From an optimization exercise on the open Yosys and OpenROAD flow, aimed at small area; shortcuts taken in it are not production practice. Only simulation tests tie the RTL to the original design; equivalence was not proved.

## flow/config.mk

```make
export PLATFORM = sky130hd
export DESIGN_NAME = filt_fir
export DESIGN_NICKNAME = filt_fir
export VERILOG_FILES = /design/flow/design.v
export SDC_FILE = /design/flow/constraint.sdc
export NUM_CORES = 4
export LEC_CHECK = 0
export CAP_MARGIN = 20
export CORE_MARGIN = 2
export CORE_UTILIZATION = 70
export CTS_BUF_LIST = sky130_fd_sc_hd__clkbuf_4
export SLEW_MARGIN = 20
export SYNTH_HIERARCHICAL = 1
export SYNTH_MINIMUM_KEEP_SIZE = 0
```

## flow/constraint.sdc

```tcl
create_clock -name core_clock -period 20.0 [get_ports {i_clk}]
set_input_delay 4.0000 -clock core_clock [delete_from_list [all_inputs] [get_ports {i_clk}]]
set_output_delay 4.0000 -clock core_clock [all_outputs]
set_load 0.01 [all_outputs]
```

## flow/design.v

```verilog
module dff #(
  parameter gp_data_width = 8                   
) 
(
  input  wire                     i_rst_an,     
  input  wire                     i_ena,        
  input  wire                     i_clk,        
  input  wire [gp_data_width-1:0] i_data,       
  output wire [gp_data_width-1:0] o_data        
);
  reg [gp_data_width-1:0] r_data;
  always @(posedge i_clk or negedge i_rst_an)
    begin: p_dff
      if (!i_rst_an)
        r_data <= 'd0;
      else if (i_ena)
        r_data <= i_data;  
    end
  assign o_data = r_data;
endmodule
module filt_fir (
  input  wire        i_rst_an,
  input  wire        i_ena,
  input  wire        i_clk,
  input  wire [7:0]  i_data,
  output wire [20:0] o_data
);
  reg  [7:0] s1;
  reg  [7:0] s2;
  reg  [7:0] s3;
  reg  [7:0] s4;
  reg  [7:0] s5;
  reg  [7:0] s6;
  reg  [7:0] s7;
  reg  [7:0] s8;
  reg  [7:0] s9;
  reg  [7:0] s10;
  reg  [7:0] s11;
  reg  [7:0] s12;
  reg  [7:0] s13;
  reg  [7:0] s14;
  reg  [7:0] s15;
  reg  [7:0] s16;
  wire       ena_n = ~i_ena;
  wire [7:0] d1;
  fir_hold u_h1 [7:0] (.e(i_ena), .en(ena_n), .d(i_data), .q(s1), .y(d1));
  wire [7:0] d2;
  fir_hold u_h2 [7:0] (.e(i_ena), .en(ena_n), .d(s1), .q(s2), .y(d2));
  wire [7:0] d3;
  fir_hold u_h3 [7:0] (.e(i_ena), .en(ena_n), .d(s2), .q(s3), .y(d3));
  wire [7:0] d4;
  fir_hold u_h4 [7:0] (.e(i_ena), .en(ena_n), .d(s3), .q(s4), .y(d4));
  wire [7:0] d5;
  fir_hold u_h5 [7:0] (.e(i_ena), .en(ena_n), .d(s4), .q(s5), .y(d5));
  wire [7:0] d6;
  fir_hold u_h6 [7:0] (.e(i_ena), .en(ena_n), .d(s5), .q(s6), .y(d6));
  wire [7:0] d7;
  fir_hold u_h7 [7:0] (.e(i_ena), .en(ena_n), .d(s6), .q(s7), .y(d7));
  wire [7:0] d8;
  fir_hold u_h8 [7:0] (.e(i_ena), .en(ena_n), .d(s7), .q(s8), .y(d8));
  wire [7:0] d9;
  fir_hold u_h9 [7:0] (.e(i_ena), .en(ena_n), .d(s8), .q(s9), .y(d9));
  wire [7:0] d10;
  fir_hold u_h10 [7:0] (.e(i_ena), .en(ena_n), .d(s9), .q(s10), .y(d10));
  wire [7:0] d11;
  fir_hold u_h11 [7:0] (.e(i_ena), .en(ena_n), .d(s10), .q(s11), .y(d11));
  wire [7:0] d12;
  fir_hold u_h12 [7:0] (.e(i_ena), .en(ena_n), .d(s11), .q(s12), .y(d12));
  wire [7:0] d13;
  fir_hold u_h13 [7:0] (.e(i_ena), .en(ena_n), .d(s12), .q(s13), .y(d13));
  wire [7:0] d14;
  fir_hold u_h14 [7:0] (.e(i_ena), .en(ena_n), .d(s13), .q(s14), .y(d14));
  wire [7:0] d15;
  fir_hold u_h15 [7:0] (.e(i_ena), .en(ena_n), .d(s14), .q(s15), .y(d15));
  wire [7:0] d16;
  fir_hold u_h16 [7:0] (.e(i_ena), .en(ena_n), .d(s15), .q(s16), .y(d16));
  always @(posedge i_clk or negedge i_rst_an)
    if (!i_rst_an) begin
      s1 <= 8'h00;
      s2 <= 8'h00;
      s3 <= 8'h00;
      s4 <= 8'h00;
      s5 <= 8'h00;
      s6 <= 8'h00;
      s7 <= 8'h00;
      s8 <= 8'h00;
      s9 <= 8'h00;
      s10 <= 8'h00;
      s11 <= 8'h00;
      s12 <= 8'h00;
      s13 <= 8'h00;
      s14 <= 8'h00;
      s15 <= 8'h00;
      s16 <= 8'h00;
    end else begin
      s1 <= d1;
      s2 <= d2;
      s3 <= d3;
      s4 <= d4;
      s5 <= d5;
      s6 <= d6;
      s7 <= d7;
      s8 <= d8;
      s9 <= d9;
      s10 <= d10;
      s11 <= d11;
      s12 <= d12;
      s13 <= d13;
      s14 <= d14;
      s15 <= d15;
      s16 <= d16;
    end
  wire t_s136, t_c136;
  fir_ha u_136 (s16[0], i_data[0], t_s136, t_c136);
  wire t_s137, t_c137;
  fir_fa u_137 (s16[1], i_data[1], t_c136, t_s137, t_c137);
  wire t_s138, t_c138;
  fir_fa u_138 (s16[2], i_data[2], t_c137, t_s138, t_c138);
  wire t_s139, t_c139;
  fir_fa u_139 (s16[3], i_data[3], t_c138, t_s139, t_c139);
  wire t_s140, t_c140;
  fir_fa u_140 (s16[4], i_data[4], t_c139, t_s140, t_c140);
  wire t_s141, t_c141;
  fir_fa u_141 (s16[5], i_data[5], t_c140, t_s141, t_c141);
  wire t_s142, t_c142;
  fir_fa u_142 (s16[6], i_data[6], t_c141, t_s142, t_c142);
  wire t_n0 = ~s16[7];
  wire t_n1 = ~i_data[7];
  wire t_s143, t_c143;
  fir_fa u_143 (t_n0, t_n1, t_c142, t_s143, t_c143);
  wire t_s144, t_c144;
  fir_ha u_144 (s1[0], s15[0], t_s144, t_c144);
  wire t_s145, t_c145;
  fir_fa u_145 (s1[1], s15[1], t_c144, t_s145, t_c145);
  wire t_s146, t_c146;
  fir_fa u_146 (s15[2], s1[2], t_c145, t_s146, t_c146);
  wire t_s147, t_c147;
  fir_fa u_147 (s1[3], s15[3], t_c146, t_s147, t_c147);
  wire t_s148, t_c148;
  fir_fa u_148 (s1[4], s15[4], t_c147, t_s148, t_c148);
  wire t_s149, t_c149;
  fir_fa u_149 (s15[5], s1[5], t_c148, t_s149, t_c149);
  wire t_s150, t_c150;
  fir_fa u_150 (s15[6], s1[6], t_c149, t_s150, t_c150);
  wire t_n2 = ~t_c150;
  wire t_s151, t_c151;
  fir_fa u_151 (s15[7], s1[7], t_n2, t_s151, t_c151);
  wire t_s152, t_c152;
  fir_ha u_152 (s2[0], s14[0], t_s152, t_c152);
  wire t_s153, t_c153;
  fir_fa u_153 (s14[1], s2[1], t_c152, t_s153, t_c153);
  wire t_s154, t_c154;
  fir_fa u_154 (s14[2], s2[2], t_c153, t_s154, t_c154);
  wire t_s155, t_c155;
  fir_fa u_155 (s2[3], s14[3], t_c154, t_s155, t_c155);
  wire t_s156, t_c156;
  fir_fa u_156 (s14[4], s2[4], t_c155, t_s156, t_c156);
  wire t_s157, t_c157;
  fir_fa u_157 (s2[5], s14[5], t_c156, t_s157, t_c157);
  wire t_s158, t_c158;
  fir_fa u_158 (s2[6], s14[6], t_c157, t_s158, t_c158);
  wire t_n3 = ~t_c158;
  wire t_s159, t_c159;
  fir_fa u_159 (s14[7], s2[7], t_n3, t_s159, t_c159);
  wire t_s160, t_c160;
  fir_ha u_160 (s3[0], s13[0], t_s160, t_c160);
  wire t_s161, t_c161;
  fir_fa u_161 (s13[1], s3[1], t_c160, t_s161, t_c161);
  wire t_s162, t_c162;
  fir_fa u_162 (s13[2], s3[2], t_c161, t_s162, t_c162);
  wire t_s163, t_c163;
  fir_fa u_163 (s13[3], s3[3], t_c162, t_s163, t_c163);
  wire t_s164, t_c164;
  fir_fa u_164 (s3[4], s13[4], t_c163, t_s164, t_c164);
  wire t_s165, t_c165;
  fir_fa u_165 (s3[5], s13[5], t_c164, t_s165, t_c165);
  wire t_s166, t_c166;
  fir_fa u_166 (s13[6], s3[6], t_c165, t_s166, t_c166);
  wire t_n4 = ~t_c166;
  wire t_s167, t_c167;
  fir_fa u_167 (s13[7], s3[7], t_n4, t_s167, t_c167);
  wire t_s168, t_c168;
  fir_ha u_168 (s5[0], s11[0], t_s168, t_c168);
  wire t_s169, t_c169;
  fir_fa u_169 (s11[1], s5[1], t_c168, t_s169, t_c169);
  wire t_s170, t_c170;
  fir_fa u_170 (s5[2], s11[2], t_c169, t_s170, t_c170);
  wire t_s171, t_c171;
  fir_fa u_171 (s11[3], s5[3], t_c170, t_s171, t_c171);
  wire t_s172, t_c172;
  fir_fa u_172 (s5[4], s11[4], t_c171, t_s172, t_c172);
  wire t_s173, t_c173;
  fir_fa u_173 (s11[5], s5[5], t_c172, t_s173, t_c173);
  wire t_s174, t_c174;
  fir_fa u_174 (s5[6], s11[6], t_c173, t_s174, t_c174);
  wire t_n5 = ~s5[7];
  wire t_n6 = ~s11[7];
  wire t_s175, t_c175;
  fir_fa u_175 (t_n5, t_n6, t_c174, t_s175, t_c175);
  wire t_s176, t_c176;
  fir_ha u_176 (s6[0], s10[0], t_s176, t_c176);
  wire t_s177, t_c177;
  fir_fa u_177 (s6[1], s10[1], t_c176, t_s177, t_c177);
  wire t_s178, t_c178;
  fir_fa u_178 (s10[2], s6[2], t_c177, t_s178, t_c178);
  wire t_s179, t_c179;
  fir_fa u_179 (s10[3], s6[3], t_c178, t_s179, t_c179);
  wire t_s180, t_c180;
  fir_fa u_180 (s10[4], s6[4], t_c179, t_s180, t_c180);
  wire t_s181, t_c181;
  fir_fa u_181 (s6[5], s10[5], t_c180, t_s181, t_c181);
  wire t_s182, t_c182;
  fir_fa u_182 (s10[6], s6[6], t_c181, t_s182, t_c182);
  wire t_n7 = ~s10[7];
  wire t_n8 = ~s6[7];
  wire t_s183, t_c183;
  fir_fa u_183 (t_n7, t_n8, t_c182, t_s183, t_c183);
  wire t_s184, t_c184;
  fir_ha u_184 (s7[0], s9[0], t_s184, t_c184);
  wire t_s185, t_c185;
  fir_fa u_185 (s9[1], s7[1], t_c184, t_s185, t_c185);
  wire t_s186, t_c186;
  fir_fa u_186 (s7[2], s9[2], t_c185, t_s186, t_c186);
  wire t_s187, t_c187;
  fir_fa u_187 (s7[3], s9[3], t_c186, t_s187, t_c187);
  wire t_s188, t_c188;
  fir_fa u_188 (s9[4], s7[4], t_c187, t_s188, t_c188);
  wire t_s189, t_c189;
  fir_fa u_189 (s9[5], s7[5], t_c188, t_s189, t_c189);
  wire t_s190, t_c190;
  fir_fa u_190 (s7[6], s9[6], t_c189, t_s190, t_c190);
  wire t_n9 = ~s7[7];
  wire t_n10 = ~s9[7];
  wire t_s191, t_c191;
  fir_fa u_191 (t_n9, t_n10, t_c190, t_s191, t_c191);
  wire t_s192 = t_s168 ^ ~t_s146;
  wire t_c192 = t_s168 & ~t_s146;
  wire t_n11 = ~t_s147;
  wire t_s193, t_c193;
  fir_fa u_193 (t_s169, t_c192, t_n11, t_s193, t_c193);
  wire t_s194, t_c194;
  fir_fa u_194 (t_s184, t_s170, t_c193, t_s194, t_c194);
  wire t_s195 = ~t_s148 ^ t_s194;
  wire t_c195 = ~t_s148 & t_s194;
  wire t_s196, t_c196;
  fir_fa u_196 (t_s185, t_s171, t_c194, t_s196, t_c196);
  wire t_n12 = ~t_s149;
  wire t_s197, t_c197;
  fir_fa u_197 (t_n12, t_c195, t_s196, t_s197, t_c197);
  wire t_s198, t_c198;
  fir_fa u_198 (t_s186, t_s172, t_c196, t_s198, t_c198);
  wire t_n13 = ~t_s150;
  wire t_s199, t_c199;
  fir_fa u_199 (t_n13, t_s198, t_c197, t_s199, t_c199);
  wire t_s200, t_c200;
  fir_fa u_200 (t_s187, t_s173, t_c198, t_s200, t_c200);
  wire t_s201, t_c201;
  fir_fa u_201 (t_s151, t_s200, t_c199, t_s201, t_c201);
  wire t_s202, t_c202;
  fir_fa u_202 (t_s188, t_s174, t_c151, t_s202, t_c202);
  wire t_s203, t_c203;
  fir_fa u_203 (t_c200, t_s202, t_c201, t_s203, t_c203);
  wire t_s204, t_c204;
  fir_fa u_204 (t_s189, t_s175, t_c202, t_s204, t_c204);
  wire t_s205, t_c205;
  fir_ha u_205 (t_s204, t_c203, t_s205, t_c205);
  wire t_s206, t_c206;
  fir_fa u_206 (t_s190, t_c175, t_c204, t_s206, t_c206);
  wire t_s207, t_c207;
  fir_ha u_207 (t_s206, t_c205, t_s207, t_c207);
  wire t_s208, t_c208;
  fir_fa u_208 (t_s191, t_c206, t_c207, t_s208, t_c208);
  wire t_s209, t_c209;
  fir_ha u_209 (t_c191, t_c208, t_s209, t_c209);
  wire t_s210 = ~t_s160 ^ t_s177;
  wire t_c210 = ~t_s160 & t_s177;
  wire t_n14 = ~t_s161;
  wire t_s211, t_c211;
  fir_fa u_211 (t_n14, t_c210, t_s178, t_s211, t_c211);
  wire t_n15 = ~t_s162;
  wire t_s212, t_c212;
  fir_fa u_212 (t_n15, t_c211, t_s179, t_s212, t_c212);
  wire t_n16 = ~t_s163;
  wire t_s213, t_c213;
  fir_fa u_213 (t_n16, t_s180, t_c212, t_s213, t_c213);
  wire t_n17 = ~t_s164;
  wire t_s214, t_c214;
  fir_fa u_214 (t_n17, t_c213, t_s181, t_s214, t_c214);
  wire t_n18 = ~t_s165;
  wire t_s215, t_c215;
  fir_fa u_215 (t_n18, t_s182, t_c214, t_s215, t_c215);
  wire t_n19 = ~t_s166;
  wire t_s216, t_c216;
  fir_fa u_216 (t_n19, t_c215, t_s183, t_s216, t_c216);
  wire t_s217, t_c217;
  fir_fa u_217 (t_s167, t_c183, t_c216, t_s217, t_c217);
  wire t_s218, t_c218;
  fir_ha u_218 (t_c167, t_c217, t_s218, t_c218);
  wire t_s219, t_c219;
  fir_fa u_219 (s8[0], t_s152, t_s144, t_s219, t_c219);
  wire t_s220, t_c220;
  fir_fa u_220 (t_s176, t_s219, t_s136, t_s220, t_c220);
  wire t_s221, t_c221;
  fir_fa u_221 (s8[1], t_s153, t_c219, t_s221, t_c221);
  wire t_s222, t_c222;
  fir_fa u_222 (t_s145, t_s210, t_s221, t_s222, t_c222);
  wire t_s223, t_c223;
  fir_fa u_223 (t_s222, t_c220, t_s137, t_s223, t_c223);
  wire t_s224 = ~s8[0] ^ t_s223;
  wire t_c224 = ~s8[0] & t_s223;
  wire t_s225, t_c225;
  fir_fa u_225 (s4[0], s8[2], s12[0], t_s225, t_c225);
  wire t_s226, t_c226;
  fir_fa u_226 (s8[1], t_s225, t_s192, t_s226, t_c226);
  wire t_s227, t_c227;
  fir_fa u_227 (t_s154, t_c221, t_s211, t_s227, t_c227);
  wire t_n20 = ~t_s226;
  wire t_s228, t_c228;
  fir_fa u_228 (t_c222, t_n20, t_s227, t_s228, t_c228);
  wire t_s229, t_c229;
  fir_fa u_229 (t_s228, t_s136, t_s138, t_s229, t_c229);
  wire t_s230, t_c230;
  fir_fa u_230 (t_c223, t_c224, t_s229, t_s230, t_c230);
  wire t_s231, t_c231;
  fir_fa u_231 (s4[1], s12[1], s8[3], t_s231, t_c231);
  wire t_s232, t_c232;
  fir_fa u_232 (t_s144, t_c225, t_s231, t_s232, t_c232);
  wire t_n21 = ~t_s232;
  wire t_s233, t_c233;
  fir_fa u_233 (t_s176, t_n21, t_s155, t_s233, t_c233);
  wire t_s234, t_c234;
  fir_fa u_234 (t_s212, t_s233, t_c227, t_s234, t_c234);
  wire t_n22 = ~t_c226;
  wire t_n23 = ~t_s193;
  wire t_s235, t_c235;
  fir_fa u_235 (t_n22, t_n23, t_s234, t_s235, t_c235);
  wire t_s236, t_c236;
  fir_fa u_236 (t_c228, t_s235, t_s137, t_s236, t_c236);
  wire t_s237, t_c237;
  fir_fa u_237 (t_s236, t_s139, t_c229, t_s237, t_c237);
  wire t_s238, t_c238;
  fir_ha u_238 (t_c230, t_s237, t_s238, t_c238);
  wire t_s239, t_c239;
  fir_fa u_239 (s12[2], s8[4], t_s152, t_s239, t_c239);
  wire t_s240, t_c240;
  fir_fa u_240 (t_c231, t_s239, t_s145, t_s240, t_c240);
  wire t_n24 = ~t_c232;
  wire t_s241, t_c241;
  fir_fa u_241 (s4[2], t_n24, t_s210, t_s241, t_c241);
  wire t_n25 = ~t_s240;
  wire t_s242, t_c242;
  fir_fa u_242 (t_n25, t_s241, t_s156, t_s242, t_c242);
  wire t_s243, t_c243;
  fir_fa u_243 (t_c233, t_c234, t_s242, t_s243, t_c243);
  wire t_s244, t_c244;
  fir_fa u_244 (t_s213, t_s243, t_c235, t_s244, t_c244);
  wire t_s245, t_c245;
  fir_fa u_245 (t_s244, t_c236, t_s138, t_s245, t_c245);
  wire t_s246, t_c246;
  fir_fa u_246 (t_s245, t_c237, t_s140, t_s246, t_c246);
  wire t_n26 = ~t_s195;
  wire t_s247, t_c247;
  fir_fa u_247 (t_n26, t_c238, t_s246, t_s247, t_c247);
  wire t_s248, t_c248;
  fir_fa u_248 (s12[3], s4[2], s8[5], t_s248, t_c248);
  wire t_s249, t_c249;
  fir_fa u_249 (t_s248, t_c239, t_s153, t_s249, t_c249);
  wire t_n27 = ~t_c240;
  wire t_n28 = ~t_s249;
  wire t_s250, t_c250;
  fir_fa u_250 (s4[3], t_n27, t_n28, t_s250, t_c250);
  wire t_s251, t_c251;
  fir_fa u_251 (t_s192, t_c241, t_s250, t_s251, t_c251);
  wire t_s252, t_c252;
  fir_fa u_252 (t_s211, t_s251, t_c242, t_s252, t_c252);
  wire t_s253, t_c253;
  fir_fa u_253 (t_s157, t_c243, t_s214, t_s253, t_c253);
  wire t_s254, t_c254;
  fir_fa u_254 (t_s252, t_c244, t_s253, t_s254, t_c254);
  wire t_s255, t_c255;
  fir_fa u_255 (t_s254, t_s139, t_c245, t_s255, t_c255);
  wire t_s256, t_c256;
  fir_fa u_256 (t_s255, t_c246, t_s141, t_s256, t_c256);
  wire t_n29 = ~t_s197;
  wire t_s257, t_c257;
  fir_fa u_257 (t_n29, t_c247, t_s256, t_s257, t_c257);
  wire t_s258, t_c258;
  fir_fa u_258 (s12[4], s4[3], s4[4], t_s258, t_c258);
  wire t_n30 = ~s8[6];
  wire t_n31 = ~t_c248;
  wire t_n32 = ~t_s258;
  wire t_s259, t_c259;
  fir_fa u_259 (t_n30, t_n31, t_n32, t_s259, t_c259);
  wire t_n33 = ~t_c249;
  wire t_s260, t_c260;
  fir_fa u_260 (t_s176, t_s259, t_n33, t_s260, t_c260);
  wire t_s261, t_c261;
  fir_fa u_261 (t_s260, t_c250, t_s212, t_s261, t_c261);
  wire t_s262, t_c262;
  fir_fa u_262 (t_s193, t_c251, t_s261, t_s262, t_c262);
  wire t_s263, t_c263;
  fir_fa u_263 (t_c252, t_s262, t_s158, t_s263, t_c263);
  wire t_s264, t_c264;
  fir_fa u_264 (t_s263, t_c253, t_s215, t_s264, t_c264);
  wire t_n34 = ~t_s154;
  wire t_s265, t_c265;
  fir_fa u_265 (t_n34, t_c254, t_s264, t_s265, t_c265);
  wire t_s266, t_c266;
  fir_fa u_266 (t_s265, t_s140, t_c255, t_s266, t_c266);
  wire t_s267, t_c267;
  fir_fa u_267 (t_s266, t_s142, t_c256, t_s267, t_c267);
  wire t_n35 = ~t_s199;
  wire t_s268, t_c268;
  fir_fa u_268 (t_n35, t_s267, t_c257, t_s268, t_c268);
  wire t_s269, t_c269;
  fir_fa u_269 (s8[0], s4[5], s8[7], t_s269, t_c269);
  wire t_s270, t_c270;
  fir_fa u_270 (t_s269, t_s177, t_c259, t_s270, t_c270);
  wire t_s271, t_c271;
  fir_fa u_271 (s12[5], t_c258, t_s155, t_s271, t_c271);
  wire t_s272, t_c272;
  fir_fa u_272 (t_s270, t_c260, t_c261, t_s272, t_c272);
  wire t_s273, t_c273;
  fir_fa u_273 (t_s213, t_s195, t_s272, t_s273, t_c273);
  wire t_s274, t_c274;
  fir_fa u_274 (t_c262, t_c263, t_s273, t_s274, t_c274);
  wire t_s275, t_c275;
  fir_fa u_275 (t_s216, t_s274, t_c264, t_s275, t_c275);
  wire t_s276, t_c276;
  fir_fa u_276 (t_s271, t_s159, t_s201, t_s276, t_c276);
  wire t_n36 = ~t_s276;
  wire t_s277, t_c277;
  fir_fa u_277 (t_c265, t_s275, t_n36, t_s277, t_c277);
  wire t_s278, t_c278;
  fir_fa u_278 (t_s277, t_s141, t_c266, t_s278, t_c278);
  wire t_s279, t_c279;
  fir_fa u_279 (t_s278, t_c267, t_c268, t_s279, t_c279);
  wire t_s280, t_c280;
  fir_ha u_280 (t_s143, t_s279, t_s280, t_c280);
  wire t_s281, t_c281;
  fir_fa u_281 (s8[1], s4[6], t_c269, t_s281, t_c281);
  wire t_s282, t_c282;
  fir_fa u_282 (t_s281, t_s178, t_c270, t_s282, t_c282);
  wire t_s283, t_c283;
  fir_fa u_283 (s4[5], s12[6], t_c271, t_s283, t_c283);
  wire t_s284, t_c284;
  fir_fa u_284 (t_s282, t_s214, t_c272, t_s284, t_c284);
  wire t_s285, t_c285;
  fir_fa u_285 (t_s156, t_s283, t_c159, t_s285, t_c285);
  wire t_s286, t_c286;
  fir_fa u_286 (t_s284, t_s197, t_c273, t_s286, t_c286);
  wire t_n37 = ~t_s285;
  wire t_s287, t_c287;
  fir_fa u_287 (t_c274, t_s286, t_n37, t_s287, t_c287);
  wire t_s288, t_c288;
  fir_fa u_288 (t_c275, t_s217, t_s287, t_s288, t_c288);
  wire t_n38 = ~t_c276;
  wire t_s289, t_c289;
  fir_fa u_289 (t_n38, t_s288, t_c277, t_s289, t_c289);
  wire t_s290, t_c290;
  fir_fa u_290 (t_s289, t_s142, t_c278, t_s290, t_c290);
  wire t_n39 = ~t_s203;
  wire t_s291, t_c291;
  fir_fa u_291 (t_n39, t_s290, t_c143, t_s291, t_c291);
  wire t_s292, t_c292;
  fir_fa u_292 (t_s291, t_c279, t_c280, t_s292, t_c292);
  wire t_n40 = ~s4[7];
  wire t_n41 = ~s4[6];
  wire t_s293, t_c293;
  fir_fa u_293 (t_n40, t_n41, s8[2], t_s293, t_c293);
  wire t_s294, t_c294;
  fir_fa u_294 (s12[7], t_s293, t_c281, t_s294, t_c294);
  wire t_s295, t_c295;
  fir_fa u_295 (t_s294, t_s179, t_c282, t_s295, t_c295);
  wire t_n42 = ~t_c283;
  wire t_n43 = ~t_s157;
  wire t_s296, t_c296;
  fir_fa u_296 (t_s295, t_n42, t_n43, t_s296, t_c296);
  wire t_s297, t_c297;
  fir_fa u_297 (t_s296, t_c284, t_s215, t_s297, t_c297);
  wire t_s298, t_c298;
  fir_fa u_298 (t_c286, t_s297, t_s199, t_s298, t_c298);
  wire t_n44 = ~t_c285;
  wire t_s299, t_c299;
  fir_fa u_299 (t_n44, t_s298, t_c287, t_s299, t_c299);
  wire t_s300, t_c300;
  fir_fa u_300 (t_s218, t_s299, t_c288, t_s300, t_c300);
  wire t_n45 = ~t_s205;
  wire t_s301, t_c301;
  fir_fa u_301 (t_n45, t_s300, t_c289, t_s301, t_c301);
  wire t_s302, t_c302;
  fir_fa u_302 (t_s301, t_c290, t_c291, t_s302, t_c302);
  wire t_s303, t_c303;
  fir_fa u_303 (t_s143, t_s302, t_c292, t_s303, t_c303);
  wire t_n46 = ~s8[3];
  wire t_s304, t_c304;
  fir_fa u_304 (t_n46, s4[7], t_c293, t_s304, t_c304);
  wire t_s305, t_c305;
  fir_fa u_305 (t_s304, t_c294, t_s180, t_s305, t_c305);
  wire t_s306, t_c306;
  fir_fa u_306 (t_c295, t_s305, t_c296, t_s306, t_c306);
  wire t_s307, t_c307;
  fir_fa u_307 (t_s306, t_c297, t_s216, t_s307, t_c307);
  wire t_s308, t_c308;
  fir_fa u_308 (t_c298, t_s307, t_s201, t_s308, t_c308);
  wire t_s309, t_c309;
  fir_fa u_309 (t_c218, t_s308, t_c299, t_s309, t_c309);
  wire t_n47 = ~t_s158;
  wire t_s310, t_c310;
  fir_fa u_310 (t_n47, t_c300, t_s309, t_s310, t_c310);
  wire t_n48 = ~t_s207;
  wire t_s311, t_c311;
  fir_fa u_311 (t_n48, t_s310, t_c301, t_s311, t_c311);
  wire t_s312, t_c312;
  fir_fa u_312 (t_s311, t_c143, t_c302, t_s312, t_c312);
  wire t_s313, t_c313;
  fir_ha u_313 (t_s312, t_c303, t_s313, t_c313);
  wire t_s314, t_c314;
  fir_fa u_314 (s8[4], s8[3], t_c304, t_s314, t_c314);
  wire t_s315, t_c315;
  fir_fa u_315 (t_s314, t_s181, t_c305, t_s315, t_c315);
  wire t_s316, t_c316;
  fir_fa u_316 (t_s315, t_c306, t_s159, t_s316, t_c316);
  wire t_s317, t_c317;
  fir_fa u_317 (t_s316, t_s217, t_c307, t_s317, t_c317);
  wire t_s318, t_c318;
  fir_fa u_318 (t_s203, t_c308, t_s317, t_s318, t_c318);
  wire t_s319, t_c319;
  fir_fa u_319 (t_c309, t_s318, t_c310, t_s319, t_c319);
  wire t_n49 = ~t_s208;
  wire t_s320, t_c320;
  fir_fa u_320 (t_n49, t_s319, t_c311, t_s320, t_c320);
  wire t_s321, t_c321;
  fir_fa u_321 (t_s320, t_c312, t_c313, t_s321, t_c321);
  wire t_s322, t_c322;
  fir_fa u_322 (t_c314, t_s182, t_c315, t_s322, t_c322);
  wire t_s323, t_c323;
  fir_fa u_323 (t_s322, t_c159, t_c316, t_s323, t_c323);
  wire t_s324, t_c324;
  fir_fa u_324 (t_s323, t_s218, t_c317, t_s324, t_c324);
  wire t_s325, t_c325;
  fir_fa u_325 (t_s205, t_c318, t_s324, t_s325, t_c325);
  wire t_n50 = ~s8[5];
  wire t_n51 = ~t_s209;
  wire t_s326, t_c326;
  fir_fa u_326 (t_n50, t_s325, t_n51, t_s326, t_c326);
  wire t_s327, t_c327;
  fir_fa u_327 (t_c319, t_s326, t_c320, t_s327, t_c327);
  wire t_s328, t_c328;
  fir_ha u_328 (t_s327, t_c321, t_s328, t_c328);
  wire t_s329, t_c329;
  fir_fa u_329 (s8[5], t_n30, t_c322, t_s329, t_c329);
  wire t_s330, t_c330;
  fir_fa u_330 (t_s329, t_c323, t_c218, t_s330, t_c330);
  wire t_s331, t_c331;
  fir_fa u_331 (t_s330, t_c324, t_s207, t_s331, t_c331);
  wire t_s332, t_c332;
  fir_fa u_332 (t_s183, t_c325, t_s331, t_s332, t_c332);
  wire t_n52 = ~t_c209;
  wire t_s333, t_c333;
  fir_fa u_333 (t_n52, t_s332, t_c326, t_s333, t_c333);
  wire t_s334, t_c334;
  fir_fa u_334 (t_s333, t_c327, t_c328, t_s334, t_c334);
  wire t_s335, t_c335;
  fir_fa u_335 (s8[6], s8[7], t_c329, t_s335, t_c335);
  wire t_s336, t_c336;
  fir_fa u_336 (t_c183, t_s335, t_c330, t_s336, t_c336);
  wire t_s337, t_c337;
  fir_fa u_337 (t_s336, t_s208, t_c331, t_s337, t_c337);
  wire t_s338, t_c338;
  fir_fa u_338 (t_s337, t_c332, t_c333, t_s338, t_c338);
  wire t_s339, t_c339;
  fir_ha u_339 (t_s338, t_c334, t_s339, t_c339);
  wire t_n53 = ~s8[7];
  wire t_s340, t_c340;
  fir_fa u_340 (t_n53, t_c335, t_c336, t_s340, t_c340);
  wire t_s341, t_c341;
  fir_fa u_341 (t_s340, t_s209, t_c337, t_s341, t_c341);
  wire t_s342, t_c342;
  fir_fa u_342 (t_s341, t_c338, t_c339, t_s342, t_c342);
  wire t_s343, t_c343;
  fir_fa u_343 (t_c340, t_c209, t_c341, t_s343, t_c343);
  wire t_s344, t_c344;
  fir_ha u_344 (t_s343, t_c342, t_s344, t_c344);
  wire t_s345 = ~(t_c343 ^ t_c344);
  assign o_data = {t_s345, t_s345, t_s345, t_s345, t_s344, t_s342, t_s339, t_s334, t_s328, t_s321, t_s313, t_s303, t_s292, t_s280, t_s268, t_s257, t_s247, t_s238, t_s230, t_s224, t_s220};
endmodule
module fir_fa (input wire a, input wire b, input wire c, output wire s, output wire co);
  assign s  = a ^ b ^ c;
  assign co = (a & b) | (a & c) | (b & c);
endmodule
module fir_ha (input wire a, input wire b, output wire s, output wire co);
  assign s  = a ^ b;
  assign co = a & b;
endmodule
module fir_hold (input wire e, input wire en, input wire d, input wire q, output wire y);
  assign y = (e & d) | (en & q);
endmodule
```

## flow/flow/run.sh

```bash
#!/bin/bash
# The standard layout (standard.sh: the standard flow's synthesis and ORFS flow, unchanged),
# with two extra ORFS knobs:
#  - port buffers use the smallest buffer cell instead of the default choice;
#  - clock tree synthesis without dummy load cells.
set -euo pipefail
bash standard.sh \
  "BUFFER_PORTS_ARGS=-buffer_cell sky130_fd_sc_hd__buf_1" \
  "CTS_ARGS=-sink_clustering_enable -repair_clock_nets -dont_use_dummy_load -buf_list sky130_fd_sc_hd__clkbuf_4" \
  finish > standard.log 2>&1
```

## flow/standard.sh

```bash
#!/bin/bash
# synth_recipe.tcl (not shown) runs the flow's synth.tcl, then flattens the netlist and writes it again
# the make line also repeats each setting of config.mk as NAME=value (left out here)
make -C /OpenROAD-flow-scripts/flow DESIGN_CONFIG=/design/flow/config.mk WORK_HOME=/design/flow/orfs CLKGATE_MAP_FILE= SYNTH_SCRIPT=/design/flow/synth_recipe.tcl "${@:-finish}"
```

==> impl.org <==
** Detailed routing
- Across all layers, the routed design uses 4,657 vias.
- For this block, the initial DRC count from the detailed router was 346.
- In the routed layout, each cell is associated on average with a via count of 6.25.
- Wirelength, routed :: 16,900 microns
- In the routed design, unresolved DRC markers number 0.
- The first detailed-routing pass ran for 5 iterations.
- After detailed routing, the average wire length per cell comes to 22.7 microns.
- The count of nets left with antenna violations once routing finished came out at 0.

** Timing
- The worst pin sits at a relative slew slack of 0.328.
- The count of pins over their slew limit is 0.
- Final setup skew :: ~0.030 ns
- Final clock period utilization by the worst path :: 0.782
- Setup violations remaining at the end of the flow were counted as 0.
- Adding up every negative setup slack in the final design gives 0 ns.
- Timing would allow up to 64.0 MHz.
- Hold Vio Cnt, Final :: 0
- RSZ-0062 raised after global routing :: no
- The worst path needs 15.63 ns of the cycle, external delays included.
- Transition at the pin with the smallest max-transition slack :: 1.01 ns

** Yosys
- Cell type with the largest total area after synthesis :: fa_1
- Sorting the synthesized cells by area gives the leading types as fa_1, dfrtp_1, a22o_1.
- A synthesized cell averages between 15 and 20 sq um.
- Synth warnings :: 7
- Of the synthesized area, sequential elements account for 0.367.
- Summing every instance area after synthesis gives roughly 8700 sq um.
- Net count after synthesis :: 766
- The netlist uses 7 different library cells.
- Count of mapped cells out of synthesis :: 546
- Count of state elements after synthesis :: around 130
- Portion of synthesized cell area occupied by the leading cell type :: 0.431

** Cells and area
- Area of combinational cells with multiple inputs :: approximately 5200 sq um
- For this run, the post-layout net count is 798.
- In the final layout, the share of cells above drive strength 1 is 0.0399.
- The filler cells instantiated in the layout total between 700 and 800.
- Registers take 3200 sq um.
- Compared with the post-synthesis result, the final layout area differs by 3.78%.

** Setup path
- Data on the critical path arrives at its endpoint at 11.63 ns.
- The critical path is of the in2out type.
- Worst stage delay on the critical path :: 0.51 ns
- Cell Chain, Critical Path :: buf_1, ha_1, fa_1, fa_1, fa_1, fa_1, fa_1, fa_1, fa_1, fa_1, fa_1, ha_1, fa_1, fa_1, ha_1, fa_1, ha_1, fa_1, ha_1, fa_1, ha_1, xnor2_1, buf_1
- For flop-to-flop paths, the worst setup slack is 19.08 ns.
- Data required, critical path :: 16.00 ns
- The worst register-to-register path ends at s9[1].
- The worst setup path is captured at a primary output.
- The startpoint identified for the worst register-to-register timing path is s8[1].
- Maximum fanout along the worst path :: 4
- The worst setup path is launched from an input pin.
- Slowest library cell on the worst path :: fa_1
- Most common cell on crit path :: fa_1
- Measured in cells, the most critical reg-to-reg path has a length of 1.

** Clocking
- TritonCTS built the clock tree.
- Post CTS Setup Buffer Count :: 0
- Clock-pin slew was measured on the worst setup and hold paths at 0.09 ns.
- Clock insertion delay at the later pin of the skew report :: 0.54 ns
- Num CTS Buffers :: 17
- In this run the clock root is driven by a clkbuf_4.
- Number of hold-repair buffers added at the cts stage :: 0
- Post_cts resized :: 0
- H-tree depth reported by CTS :: 4
- The tree built by TritonCTS fans out to 128 sinks.
- Maximum root-to-sink buffer count :: 2

** Placed design
- Routability-driven placement finished with a final weighted congestion of around 0.86.
- The HPWL after detailed placement is around 13,000 microns.
- Input and output buffers added on the ports amount to 31.

** Worst hold path
- The startpoint identified for the worst hold timing path is s16[7].
- Kind of path behind the tightest hold check :: reg2reg
- Counting instances, the worst hold path has a depth of 1.
- Sink of the worst hold path :: s16[7]

** Global route
- Global-route usage over all layers :: 0.293
- Grt total ovfl :: 0
- The first global-routing pass estimated 28,100 microns of wire.
- Number of global-route vias before repair :: 5,193
- Entering global routing, the biggest net connects 96 pins.
- The initial antenna violation count is 1.

** Run status
- The flow ran to the end and the layout has no timing, DRC or antenna violations.

** Floorplan
- For this configuration, the core starts out at a cell density of 0.721.
- From bottom edge to top edge, the die measures 116 microns.
- The die is ~120 microns wide.
- Core region area :: 12,100 sq um
- Die ar. :: 13,400 sq um
- The initialized floorplan defines 40 standard-cell rows.
- Boundary Pins :: 32

** Job
- Max-cap viol count :: 0
-- cells in the final DEF, fill, tap and decap left out, drive strengths merged --
cell type,instances
a22o,128
buf,32
clkbuf,19
clkinv,1
dfrtp,128
diode,1
fa,188
ha,21
inv,58
xnor2,1
-- stage by stage --
stage,util,area [sq um],hold WS (ns),instances,setup WS (ns)
finish,0.749,9070,0.536,745,4.37
global route,0.749,9070,0.552,745,4.06
CTS,0.749,9070,0.530,744,4.31
detailed placement,0.738,8940,0.502,727,4.33
global placement,0.738,8940,0.488,727,4.45
floorplan,-,8740,0.463,546,4.83
-- per-module statistics from Yosys, one instance, submodules excluded --
module,flip-flops and latches,times used,cells,cell area [sq um]
fir_hold,0,128,1,8.76
fir_ha,0,17,1,12.5
filt_fir,128,1,213,3640
fir_fa,0,188,1,20.0
-- kinds of logic (layout without fill, tap and decap cells) --
kind of cell	count (synthesis)	count (layout)	share of synthesized area
other	0	1	0
buffers and inverters	80	110	0.0434
AOI/OAI and AO/OA	128	128	0.128
xor gates and xnor gates	1	1	0.00100
adders and majority gates	209	209	0.461
DFF	128	128	0.367
-- sequential cells by signal, summed over array words and instances, names as in the netlist --
register  flops
s16           8
s5            8
s11           8
s15           8
s4            8
s3            8
s7            8
s2            8
s14           8
s6            8
s12           8
s13           8
s9            8
s10           8
s1            8
s8            8
-- layout make-up --
| type | count | area share |
|---|---|---|
| diodes | 1 | 0.000276 |
| clock buffers | 17 | 0.0141 |
| inverters | 59 | 0.0246 |
| multi-input cells | 338 | 0.569 |
| flip-flops and latches | 128 | 0.353 |
| well taps | 168 | 0.0232 |
| repair buffers | 34 | 0.0161 |
-- metal layers --
| metal | up-vias | global-route usage | wire, microns |
|---|---|---|---|
| li1 | 1921 | - | - |
| met3 | 19 | 0.0643 | 707 |
| met5 | - | 0 | 0 |
| met1 | 2605 | 0.453 | 7760 |
| met2 | 112 | 0.437 | 8240 |
| met4 | 0 | 0.0810 | 241 |
-- critical path: cells and delay by family --
family | cells | cell delay, ns
XOR/XNOR | 1 | 0.29
adder cells (fa/ha/maj) | 20 | 7.05
buffers and inverters | 2 | 0.29
-- Yosys cell counts --
master / n
fa_1: 188
xnor2_1: 1
ha_1: 21
dfrtp_1: 128
inv_1: 59
a22o_1: 128
buf_4: 21
-- worst max-delay path by stage --
stage / start / to / slack, ns
2_1_floorplan: i_data[0] / o_data[17] / 4.83
3_3_place_gp: i_data[0] / o_data[19] / 4.45
3_5_place_dp: i_data[0] / o_data[20] / 4.33
4_1_cts: i_data[0] / o_data[20] / 4.31
5_1_grt: i_data[0] / o_data[20] / 4.06
6_report: i_data[0] / o_data[20] / 4.37

-- separate check: timing with driven ports --
In the flow no input, the clock included, has a driving cell. The finished layout below was timed again as built, in two steps. Step 1 assumes that a clkbuf_16 drives the clock port and a buf_2 every other input. Step 2, shift: input delay + t, output delay - t, t = (earliest + latest rising clock arrival at the registers) / 2. This alone moves slack from input paths to output paths. Slacks: ideal ports / drivers / drivers and shift; pairs: ideal ports / drivers.
t (ns): 0.568
setup WS [ns]: 4.366 / 4.344 / 4.344
worst hold slack (ns): 0.536 / 0.536 / 0.536
worst setup path at the end: input to output
After both steps this run still meets setup and hold. The setup slack of this run moves by -0.022 ns with the drivers and by -0.022 ns with both steps.
